This design comes from an exercise in tuning for small area, a short achievable clock period and few clock cycles on the open sky130 flow, not from production work. At most, simulation tests tie the RTL to the original design; equivalence was not proved.

==> run a: inputs <==
## fewcore
module fewcore (clk, reset, imem_addr, imem_rdata, dmem_addr, dmem_wdata, dmem_we, dmem_rdata);
make LEC_CHECK=0 ABC_CLOCK_PERIOD_IN_PS=4000 CAP_MARGIN=20 CORE_MARGIN=2 CORE_UTILIZATION=40 PLACE_DENSITY=0.6 SLEW_MARGIN=20 finish   # period 12.5 ns
run.sh (not shown) runs the stock make flow with config.mk's settings and CLKGATE_MAP_FILE= SYNTH_SCRIPT=/design/flow/synth_recipe.tcl, a recipe that flattens the netlist after the stock synthesis.
==> run b (differences from run a) <==
--- a/flow/design.v
+++ b/flow/design.v
@@ -1,8 +1,17 @@
+module forwardingBoard(a, b, f3, taken);
+	input [31:0] a, b;
+	input [2:0] f3;
+	output taken;
+	wire sg = ~f3[1];
+	wire lt = {a[31] ^ sg, a[30:0]} < {b[31] ^ sg, b[30:0]};
+	wire eq = a == b;
+	assign taken = f3[2] ? (f3[0] ? ~lt : (lt | eq)) : (f3[0] ? ~eq : eq);
+endmodule
 module decoder(
 	input  [31:0] inst,
 	output [3:0]  rs1,
 	output [3:0]  rs2,
 	output [3:0]  rd,
 	output [31:0] imm,
 	output        uses1,      
 	output        uses2,      
@@ -63,35 +72,34 @@
 	assign cEq = br & f3 == 3'b000;
 	assign cNe = br & f3 == 3'b001;
 	assign cLe = br & f3[2] & ~f3[0];
 	assign cGe = br & f3[2] &  f3[0];
 	assign ldByte = f3[1:0] == 2'b00;
 	assign ldHalf = f3[1:0] == 2'b01;
 	assign ldUns  = f3[2];
 endmodule
-module alu(a, b, sub, cmpUns, shLeft, shamt, sum, lt, shOut);
+module alu(a, b, sub, cmpUns, shLeft, sum, lt, shOut);
 	input  [31:0] a, b;
 	input  sub, cmpUns, shLeft;
-	input  [4:0] shamt;
 	output [31:0] sum;
 	output lt;
 	output [31:0] shOut;
 	wire [31:0] bx = b ^ {32{sub}};
 	wire [33:0] s  = {1'b0, a, 1'b1} + {1'b0, bx, sub};
 	assign sum = s[32:1];
 	wire ltu = ~s[33];
 	wire lts = (a[31] ^ b[31]) ? a[31] : s[32];
 	assign lt = cmpUns ? ltu : lts;
 	reg [31:0] ain, rout;
 	integer i;
 	always @* begin
 		for (i = 0; i < 32; i = i + 1) ain[i] = shLeft ? a[31 - i] : a[i];
 	end
-	wire [31:0] r = ain >> shamt;
+	wire [31:0] r = ain >> b[4:0];
 	always @* begin
 		for (i = 0; i < 32; i = i + 1) rout[i] = shLeft ? r[31 - i] : r[i];
 	end
 	assign shOut = rout;
 endmodule
 module loadUnit(ldByte, ldHalf, ldUns, memData, out);
 	input ldByte, ldHalf, ldUns;
 	input [31:0] memData;
@@ -135,27 +143,30 @@
 module fewcore (clk, reset, imem_addr, imem_rdata, dmem_addr, dmem_wdata, dmem_we, dmem_rdata);
 	input clk, reset;
 	output [31:0] imem_addr;
 	input  [31:0] imem_rdata;
 	output [31:0] dmem_addr;
 	output [31:0] dmem_wdata;
 	output dmem_we;
 	input  [31:0] dmem_rdata;
-	reg  [31:0] xX;
 	reg  [31:0] pcF;           
 	reg         fv;            
 	reg         again;         
-	wire        redirJ, redirB;
-	wire [31:0] jalrPc;
+	reg  [31:0] xX;            
+	reg  [31:0] aX, bX;        
+	reg         vX, jalrX, takeX;
+	wire [31:0] pcF4 = {pcF[31:2] + 30'd1, pcF[1:0]};
+	wire [31:0] addr = aX + xX;     
+	wire        redirJ = vX & jalrX;
+	wire        redirB = vX & takeX;
+	wire        redir  = redirJ | redirB;
 	wire        dHaz;
-	wire [31:0] pcF4 = {pcF[31:2] + 30'd1, pcF[1:0]};
-	assign imem_addr = redirJ ? jalrPc : redirB ? xX : again ? pcF : pcF4;
-	wire        redir   = redirJ | redirB;
 	wire        refetch = fv & dHaz & ~redir;
+	assign imem_addr = redirJ ? {addr[31:1], 1'b0} : redirB ? xX : again ? pcF : pcF4;
 	always @(posedge clk) begin
 		if (reset) begin
 			pcF   <= 32'hfffffffc;
 			fv    <= 1'b0;
 			again <= 1'b0;
 		end else begin
 			pcF   <= refetch ? pcF : imem_addr;
 			fv    <= ~refetch;
@@ -172,85 +183,73 @@
 		.uses1(dUses1), .uses2(dUses2), .bImm(dBImm), .wr(dWr),
 		.isLoad(dLoad), .isStore(dStore), .isJal(dJal), .isJalr(dJalr),
 		.sub(dSub), .cmpUns(dCmpUns),
 		.rSum(dRSum), .rLt(dRLt), .rXor(dRXor), .rOr(dROr), .rAnd(dRAnd),
 		.rSh(dRSh), .rImm(dRImm), .rTgt(dRTgt), .rNpc(dRNpc), .shLeft(dShLeft),
 		.cEq(dCEq), .cNe(dCNe), .cLe(dCLe), .cGe(dCGe),
 		.ldByte(dLdByte), .ldHalf(dLdHalf), .ldUns(dLdUns)
 	);
-	wire [31:0] dX = (dRTgt | dJal | dCEq | dCNe | dCLe | dCGe) ? pcF + dImm : dImm;
+	wire dBr = dCEq | dCNe | dCLe | dCGe;
 	reg  [3:0]  rdW;
 	reg         wW, ldW, ldByteW, ldHalfW, ldUnsW;
 	reg  [31:0] resW;
 	wire [31:0] ldData, wbData;
 	loadUnit lu(.ldByte(ldByteW), .ldHalf(ldHalfW), .ldUns(ldUnsW), .memData(dmem_rdata), .out(ldData));
 	assign wbData = ldW ? ldData : resW;
 	wire [31:0] rf1, rf2;
 	bancoRegistrador rf(
 		.clk(clk), .reset(reset), .rs1(dRs1), .rs2(dRs2),
 		.data(wbData), .rd(rdW), .wEn(wW), .r1(rf1), .r2(rf2)
 	);
-	reg  [3:0] rdX;
-	reg        wrX, ldX;       
+	reg  [3:0]  rdX;
+	reg         wrX, ldX;      
+	wire [31:0] res;           
 	wire m1 = dRs1 == rdX && wrX;
 	wire m2 = dRs2 == rdX && wrX;
 	assign dHaz = ldX & ((dUses1 & m1) | (dUses2 & m2));
-	reg  [31:0] aX, bX;
-	reg  [4:0] shX;
-	reg  fa, faR, fb, fbR, fi, fs, fsR;    
-	reg  vX, stX, jalX, jtX, subX, cmpUnsX, shLeftX;
+	wire [31:0] dA = m1 ? res : rf1;
+	wire [31:0] dB = m2 ? res : rf2;
+	wire dTake;
+	forwardingBoard bcmp(.a(dA), .b(dB), .f3(imem_rdata[14:12]), .taken(dTake));
+	reg  fi, stX, subX, cmpUnsX, shLeftX;
 	reg  rSumX, rLtX, rXorX, rOrX, rAndX, rShX, rXX, rNpcX;
-	reg  cEqX, cNeX, cLeX, cGeX, ldByteX, ldHalfX, ldUnsX;
-	always @(posedge clk) begin
-		aX   <= rf1;
-		bX   <= (dJal | dJalr) ? pcF4 : rf2;    
-		xX   <= dX;
+	reg  ldByteX, ldHalfX, ldUnsX;
+	always @(posedge clk) begin
+		aX   <= dA;
+		bX   <= dB;
+		xX   <= (dRTgt | dJal | dBr) ? pcF + dImm : dImm;
 		rdX  <= dRd;
-		shX  <= dBImm ? dImm[4:0] : rf2[4:0];
-		fa <= m1;  faR <= ~m1;
-		fb <= m2 & ~dBImm;  fbR <= ~m2 & ~dBImm;  fi <= dBImm;
-		fs <= m2;  fsR <= ~m2;
-		jtX  <= dJalr;
+		fi   <= dBImm;
 		subX <= dSub;  cmpUnsX <= dCmpUns;  shLeftX <= dShLeft;
 		rSumX <= dRSum; rLtX <= dRLt; rXorX <= dRXor; rOrX <= dROr; rAndX <= dRAnd;
 		rShX <= dRSh; rXX <= dRImm | dRTgt; rNpcX <= dRNpc;
 		ldByteX <= dLdByte; ldHalfX <= dLdHalf; ldUnsX <= dLdUns;
-		stX  <= dStore;
-		jalX <= dJal;
-		cEqX <= dCEq; cNeX <= dCNe; cLeX <= dCLe; cGeX <= dCGe;
+		stX   <= dStore;
+		jalrX <= dJalr;
+		takeX <= dJal | (dBr & dTake);
 		if (reset) begin
 			vX <= 1'b0; wrX <= 1'b0; ldX <= 1'b0;
 		end else begin
 			vX   <= fv & ~redir & ~dHaz;
 			wrX  <= fv & ~redir & ~dHaz & dWr & (dRd != 4'd0);
 			ldX  <= fv & ~redir & ~dHaz & dLoad;
 		end
 	end
-	wire [31:0] opA = ({32{fa}} & resW) | ({32{faR}} & aX);
-	wire [31:0] opR = ({32{fs}} & resW) | ({32{fsR}} & bX);      
-	wire [31:0] opB = ({32{fb}} & resW) | ({32{fbR}} & bX) | ({32{fi}} & xX);
-	wire [4:0]  shamt = fb ? resW[4:0] : shX;
+	wire [31:0] opB = fi ? xX : bX;
 	wire [31:0] sum, shOut;
 	wire lt;
-	alu alu_m(.a(opA), .b(opB), .sub(subX), .cmpUns(cmpUnsX), .shLeft(shLeftX), .shamt(shamt),
+	alu alu_m(.a(aX), .b(opB), .sub(subX), .cmpUns(cmpUnsX), .shLeft(shLeftX),
 	          .sum(sum), .lt(lt), .shOut(shOut));
-	wire [31:0] addr = opA + xX;
-	wire sg  = ~cmpUnsX;
-	wire bLt = {opA[31] ^ sg, opA[30:0]} < {opR[31] ^ sg, opR[30:0]};
-	wire bEq = opA == opR;
-	wire [31:0] res = ({32{rSumX}} & sum) | {31'b0, rLtX & lt} |
-	                  ({32{rXorX}} & (opA ^ opB)) | ({32{rOrX}} & (opA | opB)) |
-	                  ({32{rAndX}} & (opA & opB)) | ({32{rShX}} & shOut) |
-	                  ({32{rXX}} & xX) | ({32{rNpcX}} & bX);
-	assign redirJ = vX & jtX;
-	assign redirB = vX & (jalX | (cEqX & bEq) | (cNeX & ~bEq) | (cLeX & (bLt | bEq)) | (cGeX & ~bLt));
-	assign jalrPc = {addr[31:1], 1'b0};
+	assign res = ({32{rSumX}} & sum) | {31'b0, rLtX & lt} |
+	             ({32{rXorX}} & (aX ^ opB)) | ({32{rOrX}} & (aX | opB)) |
+	             ({32{rAndX}} & (aX & opB)) | ({32{rShX}} & shOut) |
+	             ({32{rXX}} & xX) | ({32{rNpcX}} & pcF);
 	assign dmem_addr  = addr;
-	assign dmem_wdata = opR;
+	assign dmem_wdata = bX;
 	assign dmem_we    = vX & stX & ~reset;
 	always @(posedge clk) begin
 		resW <= res;
 		rdW  <= rdX;
 		ldByteW <= ldByteX; ldHalfW <= ldHalfX; ldUnsW <= ldUnsX;
 		if (reset) begin
 			wW  <= 1'b0;
 			ldW <= 1'b0;
==> flow/flow/run.sh (new file) <==
#!/bin/bash
# Own flow: the standard layout (standard.sh, unchanged synthesis), with
# the ports buffered by a plain buffer cell instead of the delay cell the
# resizer picks by default, and timing repair asked to leave setup margin.
set -uo pipefail
MARGIN=${FLOW_SETUP_MARGIN:-7}
bash standard.sh "SETUP_SLACK_MARGIN=$MARGIN" \
  "BUFFER_PORTS_ARGS=-buffer_cell sky130_fd_sc_hd__buf_2" \
  finish > standard_make.log 2>&1
status=$?
cp -f orfs/logs/sky130hd/fewcore/base/*.log . 2>/dev/null || true
exit $status
==> flow/standard.sh (new file) <==
#!/bin/bash
# synth_recipe.tcl (not shown) runs the flow's synth.tcl, then flattens the netlist and writes it again
# the make line also repeats each setting of config.mk as NAME=value (left out here)
make -C /OpenROAD-flow-scripts/flow DESIGN_CONFIG=/design/flow/config.mk WORK_HOME=/design/flow/orfs CLKGATE_MAP_FILE= SYNTH_SCRIPT=/design/flow/synth_recipe.tcl "${@:-finish}"
- ABC_AREA: not set -> 1
- ABC_CLOCK_PERIOD_IN_PS: 4000 -> not set
removed: flow/run.sh
==> run c (differences from run a) <==
--- a/flow/design.v
+++ b/flow/design.v
@@ -1,8 +1,17 @@
+module forwardingBoard(a, b, f3, taken);
+	input [31:0] a, b;
+	input [2:0] f3;
+	output taken;
+	wire sg = ~f3[1];
+	wire lt = {a[31] ^ sg, a[30:0]} < {b[31] ^ sg, b[30:0]};
+	wire eq = a == b;
+	assign taken = f3[2] ? (f3[0] ? ~lt : (lt | eq)) : (f3[0] ? ~eq : eq);
+endmodule
 module decoder(
 	input  [31:0] inst,
 	output [3:0]  rs1,
 	output [3:0]  rs2,
 	output [3:0]  rd,
 	output [31:0] imm,
 	output        uses1,      
 	output        uses2,      
@@ -63,35 +72,34 @@
 	assign cEq = br & f3 == 3'b000;
 	assign cNe = br & f3 == 3'b001;
 	assign cLe = br & f3[2] & ~f3[0];
 	assign cGe = br & f3[2] &  f3[0];
 	assign ldByte = f3[1:0] == 2'b00;
 	assign ldHalf = f3[1:0] == 2'b01;
 	assign ldUns  = f3[2];
 endmodule
-module alu(a, b, sub, cmpUns, shLeft, shamt, sum, lt, shOut);
+module alu(a, b, sub, cmpUns, shLeft, sum, lt, shOut);
 	input  [31:0] a, b;
 	input  sub, cmpUns, shLeft;
-	input  [4:0] shamt;
 	output [31:0] sum;
 	output lt;
 	output [31:0] shOut;
-	wire [31:0] bx = b ^ {32{sub}};
-	wire [33:0] s  = {1'b0, a, 1'b1} + {1'b0, bx, sub};
+	wire [33:0] s = {1'b0, a, 1'b1} + {1'b0, b, sub};
 	assign sum = s[32:1];
+	wire b31 = b[31] ^ sub;            
 	wire ltu = ~s[33];
-	wire lts = (a[31] ^ b[31]) ? a[31] : s[32];
+	wire lts = (a[31] ^ b31) ? a[31] : s[32];
 	assign lt = cmpUns ? ltu : lts;
 	reg [31:0] ain, rout;
 	integer i;
 	always @* begin
 		for (i = 0; i < 32; i = i + 1) ain[i] = shLeft ? a[31 - i] : a[i];
 	end
-	wire [31:0] r = ain >> shamt;
+	wire [31:0] r = ain >> b[4:0];
 	always @* begin
 		for (i = 0; i < 32; i = i + 1) rout[i] = shLeft ? r[31 - i] : r[i];
 	end
 	assign shOut = rout;
 endmodule
 module loadUnit(ldByte, ldHalf, ldUns, memData, out);
 	input ldByte, ldHalf, ldUns;
 	input [31:0] memData;
@@ -135,27 +143,28 @@
 module fewcore (clk, reset, imem_addr, imem_rdata, dmem_addr, dmem_wdata, dmem_we, dmem_rdata);
 	input clk, reset;
 	output [31:0] imem_addr;
 	input  [31:0] imem_rdata;
 	output [31:0] dmem_addr;
 	output [31:0] dmem_wdata;
 	output dmem_we;
 	input  [31:0] dmem_rdata;
-	reg  [31:0] xX;
 	reg  [31:0] pcF;           
 	reg         fv;            
 	reg         again;         
-	wire        redirJ, redirB;
-	wire [31:0] jalrPc;
+	reg  [31:0] aX, oX;        
+	reg  [31:0] zX;            
+	reg         vX, takeX;
+	wire [31:0] sum;           
+	wire [31:0] pcF4 = {pcF[31:2] + 30'd1, pcF[1:0]};
+	wire        redir = vX & takeX;
 	wire        dHaz;
-	wire [31:0] pcF4 = {pcF[31:2] + 30'd1, pcF[1:0]};
-	assign imem_addr = redirJ ? jalrPc : redirB ? xX : again ? pcF : pcF4;
-	wire        redir   = redirJ | redirB;
 	wire        refetch = fv & dHaz & ~redir;
+	assign imem_addr = redir ? {sum[31:1], 1'b0} : again ? pcF : pcF4;
 	always @(posedge clk) begin
 		if (reset) begin
 			pcF   <= 32'hfffffffc;
 			fv    <= 1'b0;
 			again <= 1'b0;
 		end else begin
 			pcF   <= refetch ? pcF : imem_addr;
 			fv    <= ~refetch;
@@ -172,86 +181,71 @@
 		.uses1(dUses1), .uses2(dUses2), .bImm(dBImm), .wr(dWr),
 		.isLoad(dLoad), .isStore(dStore), .isJal(dJal), .isJalr(dJalr),
 		.sub(dSub), .cmpUns(dCmpUns),
 		.rSum(dRSum), .rLt(dRLt), .rXor(dRXor), .rOr(dROr), .rAnd(dRAnd),
 		.rSh(dRSh), .rImm(dRImm), .rTgt(dRTgt), .rNpc(dRNpc), .shLeft(dShLeft),
 		.cEq(dCEq), .cNe(dCNe), .cLe(dCLe), .cGe(dCGe),
 		.ldByte(dLdByte), .ldHalf(dLdHalf), .ldUns(dLdUns)
 	);
-	wire [31:0] dX = (dRTgt | dJal | dCEq | dCNe | dCLe | dCGe) ? pcF + dImm : dImm;
+	wire dBr = dCEq | dCNe | dCLe | dCGe;
 	reg  [3:0]  rdW;
 	reg         wW, ldW, ldByteW, ldHalfW, ldUnsW;
 	reg  [31:0] resW;
 	wire [31:0] ldData, wbData;
 	loadUnit lu(.ldByte(ldByteW), .ldHalf(ldHalfW), .ldUns(ldUnsW), .memData(dmem_rdata), .out(ldData));
 	assign wbData = ldW ? ldData : resW;
 	wire [31:0] rf1, rf2;
 	bancoRegistrador rf(
 		.clk(clk), .reset(reset), .rs1(dRs1), .rs2(dRs2),
 		.data(wbData), .rd(rdW), .wEn(wW), .r1(rf1), .r2(rf2)
 	);
-	reg  [3:0] rdX;
-	reg        wrX, ldX;       
+	reg  [3:0]  rdX;
+	reg         wrX, ldX;      
+	wire [31:0] res;           
 	wire m1 = dRs1 == rdX && wrX;
 	wire m2 = dRs2 == rdX && wrX;
 	assign dHaz = ldX & ((dUses1 & m1) | (dUses2 & m2));
-	reg  [31:0] aX, bX;
-	reg  [4:0] shX;
-	reg  fa, faR, fb, fbR, fi, fs, fsR;    
-	reg  vX, stX, jalX, jtX, subX, cmpUnsX, shLeftX;
+	wire [31:0] dA = m1 ? res : rf1;
+	wire [31:0] dB = m2 ? res : rf2;
+	wire dTake;
+	forwardingBoard bcmp(.a(dA), .b(dB), .f3(imem_rdata[14:12]), .taken(dTake));
+	reg  stV, subX, cmpUnsX, shLeftX;
 	reg  rSumX, rLtX, rXorX, rOrX, rAndX, rShX, rXX, rNpcX;
-	reg  cEqX, cNeX, cLeX, cGeX, ldByteX, ldHalfX, ldUnsX;
-	always @(posedge clk) begin
-		aX   <= rf1;
-		bX   <= (dJal | dJalr) ? pcF4 : rf2;    
-		xX   <= dX;
+	reg  ldByteX, ldHalfX, ldUnsX;
+	always @(posedge clk) begin
+		aX   <= (dRTgt | dJal | dBr) ? pcF : dA;
+		oX   <= ((dBImm | dRTgt | dJal | dBr | dRImm) ? dImm : dB) ^ {32{dSub}};
+		zX   <= dB;
 		rdX  <= dRd;
-		shX  <= dBImm ? dImm[4:0] : rf2[4:0];
-		fa <= m1;  faR <= ~m1;
-		fb <= m2 & ~dBImm;  fbR <= ~m2 & ~dBImm;  fi <= dBImm;
-		fs <= m2;  fsR <= ~m2;
-		jtX  <= dJalr;
 		subX <= dSub;  cmpUnsX <= dCmpUns;  shLeftX <= dShLeft;
-		rSumX <= dRSum; rLtX <= dRLt; rXorX <= dRXor; rOrX <= dROr; rAndX <= dRAnd;
-		rShX <= dRSh; rXX <= dRImm | dRTgt; rNpcX <= dRNpc;
+		rSumX <= dRSum | dRTgt; rLtX <= dRLt; rXorX <= dRXor; rOrX <= dROr; rAndX <= dRAnd;
+		rShX <= dRSh; rXX <= dRImm; rNpcX <= dRNpc;
 		ldByteX <= dLdByte; ldHalfX <= dLdHalf; ldUnsX <= dLdUns;
-		stX  <= dStore;
-		jalX <= dJal;
-		cEqX <= dCEq; cNeX <= dCNe; cLeX <= dCLe; cGeX <= dCGe;
+		takeX <= dJal | dJalr | (dBr & dTake);
 		if (reset) begin
-			vX <= 1'b0; wrX <= 1'b0; ldX <= 1'b0;
+			vX <= 1'b0; wrX <= 1'b0; ldX <= 1'b0; stV <= 1'b0;
 		end else begin
+			stV  <= fv & ~redir & ~dHaz & dStore;
 			vX   <= fv & ~redir & ~dHaz;
 			wrX  <= fv & ~redir & ~dHaz & dWr & (dRd != 4'd0);
 			ldX  <= fv & ~redir & ~dHaz & dLoad;
 		end
 	end
-	wire [31:0] opA = ({32{fa}} & resW) | ({32{faR}} & aX);
-	wire [31:0] opR = ({32{fs}} & resW) | ({32{fsR}} & bX);      
-	wire [31:0] opB = ({32{fb}} & resW) | ({32{fbR}} & bX) | ({32{fi}} & xX);
-	wire [4:0]  shamt = fb ? resW[4:0] : shX;
-	wire [31:0] sum, shOut;
+	wire [31:0] shOut;
 	wire lt;
-	alu alu_m(.a(opA), .b(opB), .sub(subX), .cmpUns(cmpUnsX), .shLeft(shLeftX), .shamt(shamt),
+	alu alu_m(.a(aX), .b(oX), .sub(subX), .cmpUns(cmpUnsX), .shLeft(shLeftX),
 	          .sum(sum), .lt(lt), .shOut(shOut));
-	wire [31:0] addr = opA + xX;
-	wire sg  = ~cmpUnsX;
-	wire bLt = {opA[31] ^ sg, opA[30:0]} < {opR[31] ^ sg, opR[30:0]};
-	wire bEq = opA == opR;
-	wire [31:0] res = ({32{rSumX}} & sum) | {31'b0, rLtX & lt} |
-	                  ({32{rXorX}} & (opA ^ opB)) | ({32{rOrX}} & (opA | opB)) |
-	                  ({32{rAndX}} & (opA & opB)) | ({32{rShX}} & shOut) |
-	                  ({32{rXX}} & xX) | ({32{rNpcX}} & bX);
-	assign redirJ = vX & jtX;
-	assign redirB = vX & (jalX | (cEqX & bEq) | (cNeX & ~bEq) | (cLeX & (bLt | bEq)) | (cGeX & ~bLt));
-	assign jalrPc = {addr[31:1], 1'b0};
-	assign dmem_addr  = addr;
-	assign dmem_wdata = opR;
-	assign dmem_we    = vX & stX & ~reset;
+	assign res = ({32{rSumX}} & sum) | {31'b0, rLtX & lt} |
+	             ({32{rXorX}} & (aX ^ oX)) | ({32{rOrX}} & (aX | oX)) |
+	             ({32{rAndX}} & (aX & oX)) | ({32{rShX}} & shOut) |
+	             ({32{rXX}} & oX) | ({32{rNpcX}} & pcF);
+	assign dmem_addr  = sum;
+	assign dmem_wdata = zX;
+	assign dmem_we    = stV & ~reset;
 	always @(posedge clk) begin
 		resW <= res;
 		rdW  <= rdX;
 		ldByteW <= ldByteX; ldHalfW <= ldHalfX; ldUnsW <= ldUnsX;
 		if (reset) begin
 			wW  <= 1'b0;
 			ldW <= 1'b0;
 		end else begin
==> flow/flow/run.sh (new file) <==
#!/bin/bash
# Own flow: the standard layout (standard.sh, unchanged synthesis) with
#  - the ports buffered by a plain buffer cell instead of the delay cell the
#    resizer picks by default,
#  - timing repair asked to leave setup margin,
#  - a clock tree of fewer, smaller buffers without dummy loads.
# make's full output goes to standard_make.log; ORFS's per-step logs stay
# under orfs/logs.
set -uo pipefail
MARGIN=6
CTS="-sink_clustering_enable -repair_clock_nets -dont_use_dummy_load -sink_clustering_size 16 -sink_clustering_max_diameter 120 -buf_list sky130_fd_sc_hd__clkbuf_16"
bash standard.sh "SETUP_SLACK_MARGIN=$MARGIN" \
  "BUFFER_PORTS_ARGS=-buffer_cell sky130_fd_sc_hd__buf_2" \
  "CTS_ARGS=$CTS" \
  finish > standard_make.log 2>&1
==> flow/standard.sh (new file) <==
#!/bin/bash
# synth_recipe.tcl (not shown) runs the flow's synth.tcl, then flattens the netlist and writes it again
# the make line also repeats each setting of config.mk as NAME=value (left out here)
make -C /OpenROAD-flow-scripts/flow DESIGN_CONFIG=/design/flow/config.mk WORK_HOME=/design/flow/orfs CLKGATE_MAP_FILE= SYNTH_SCRIPT=/design/flow/synth_recipe.tcl "${@:-finish}"
- ABC_AREA: not set -> 1
- ABC_CLOCK_PERIOD_IN_PS: 4000 -> not set
removed: flow/run.sh
==> results.rst <==
.. list-table::
   :header-rows: 1

   * - Metric
     - Value
   * - Synthesis-to-layout area growth
     - 24.3%
   * - Average routed wire per standard cell
     - 29.2 um
   * - Maximum resistive drop on vdd
     - 108 uV
   * - Final standard cell utilization of the core
     - 50.1%
   * - TritonCTS sink count
     - 691
   * - Setup Fix Bufs, Post-CTS
     - 89
   * - Fraction of met1 tracks used by global routing
     - 42.8%
   * - Status
     - finished clean
   * - Pin count of the biggest net entering global routing
     - 60
   * - Fraction of the yosys area taken by sequential cells
     - about 45%
   * - Hold endpoint
     - ldUnsW$_DFF_P_
   * - Final period demand of the worst path
     - 5.56 ns
   * - Share of the synthesized area in the top cell type
     - a little over a third
   * - Timing endpoint of the critical path
     - pcF[16]$_SDFFE_PP1N_
   * - Basic-gate share of the synthesized area counting and, or, nand and nor cells
     - 18.0%
[end of results for run b]
==> results.rst <==
.. list-table::
   :header-rows: 1

   * - Metric
     - Value
   * - Status
     - finished clean
   * - Setup Fix Bufs, Post-CTS
     - 1
   * - Worst path bufs/invs
     - 6
   * - Average routed wire per standard cell
     - 30.0 um
   * - Hold endpoint
     - ldUnsW$_DFF_P_
   * - Final standard cell utilization of the core
     - between 40% and 50%
   * - TritonCTS sink count
     - 689
   * - Timing endpoint of the critical path
     - takeX$_DFF_P_
   * - Pin count of the biggest net entering global routing
     - 66
   * - Fraction of the yosys area taken by sequential cells
     - 49.0%
   * - Maximum resistive drop on vdd
     - roughly 88 uV
   * - Share of the synthesized area in the top cell type
     - between 30% and 40%
   * - Final period demand of the worst path
     - 6.56 ns
   * - Slowest stage cell, crit path
     - nor3_1
[end of results for run c]
==> results.rst <==
.. list-table::
   :header-rows: 1

   * - Metric
     - Value
   * - Status
     - finished clean
   * - Synthesis-to-layout area growth
     - 14.7%
   * - Share of the synthesized area in the top cell type
     - ~35%
   * - Setup Fix Bufs, Post-CTS
     - 0
   * - Fraction of the yosys area taken by sequential cells
     - 46.6%
   * - Fraction of met1 tracks used by global routing
     - 42.3%
   * - Average routed wire per standard cell
     - 33.3 um
   * - Maximum resistive drop on vdd
     - 127 uV
   * - Pin count of the biggest net entering global routing
     - 50
[end of results for run a]
Testbench counts of run a, summed over its fixed seeds: cycles 63,270.
Testbench counts of run b, summed over its fixed seeds: cycles 63,270.
Function not checked in run c: the RTL went through the layout flow alone.

==> re-timing with driven ports <==
The results above use ideal ports. As a check the final layouts listed here were re-extracted and re-timed, cells and wires unchanged. Step 1 sets driving cells, clkbuf_16 on the clock port and buf_2 on the other inputs (assumed; they add their load-dependent delay and slew). Step 2, shift: input delay + t, output delay - t, t = (earliest + latest rising clock arrival at the registers) / 2. This alone moves slack from input paths to output paths. Three values: ideal, step 1, step 2; two values: the first two.
run | t, ns | slack for setup (ns) | hold slack, ns | worst setup path after step 2 | clock arrival spread, ns
run a | 0.728 | 2.222 / 2.152 / 2.879 | 0.339 / 0.339 / 0.339 | register to output | 0.062 / 0.061
run b | 0.740 | 6.944 / 6.940 / 6.250 | 0.339 / 0.339 / 0.339 | input to register | 0.056 / 0.056
run c | 0.703 | 5.939 / 5.987 / 5.284 | 0.335 / 0.335 / 0.335 | input to register | 0.072 / 0.073
After both steps every run listed still meets setup and hold. For run b, which loses most, drivers alone change the setup slack by -0.004 ns; drivers and shift together by -0.694 ns.
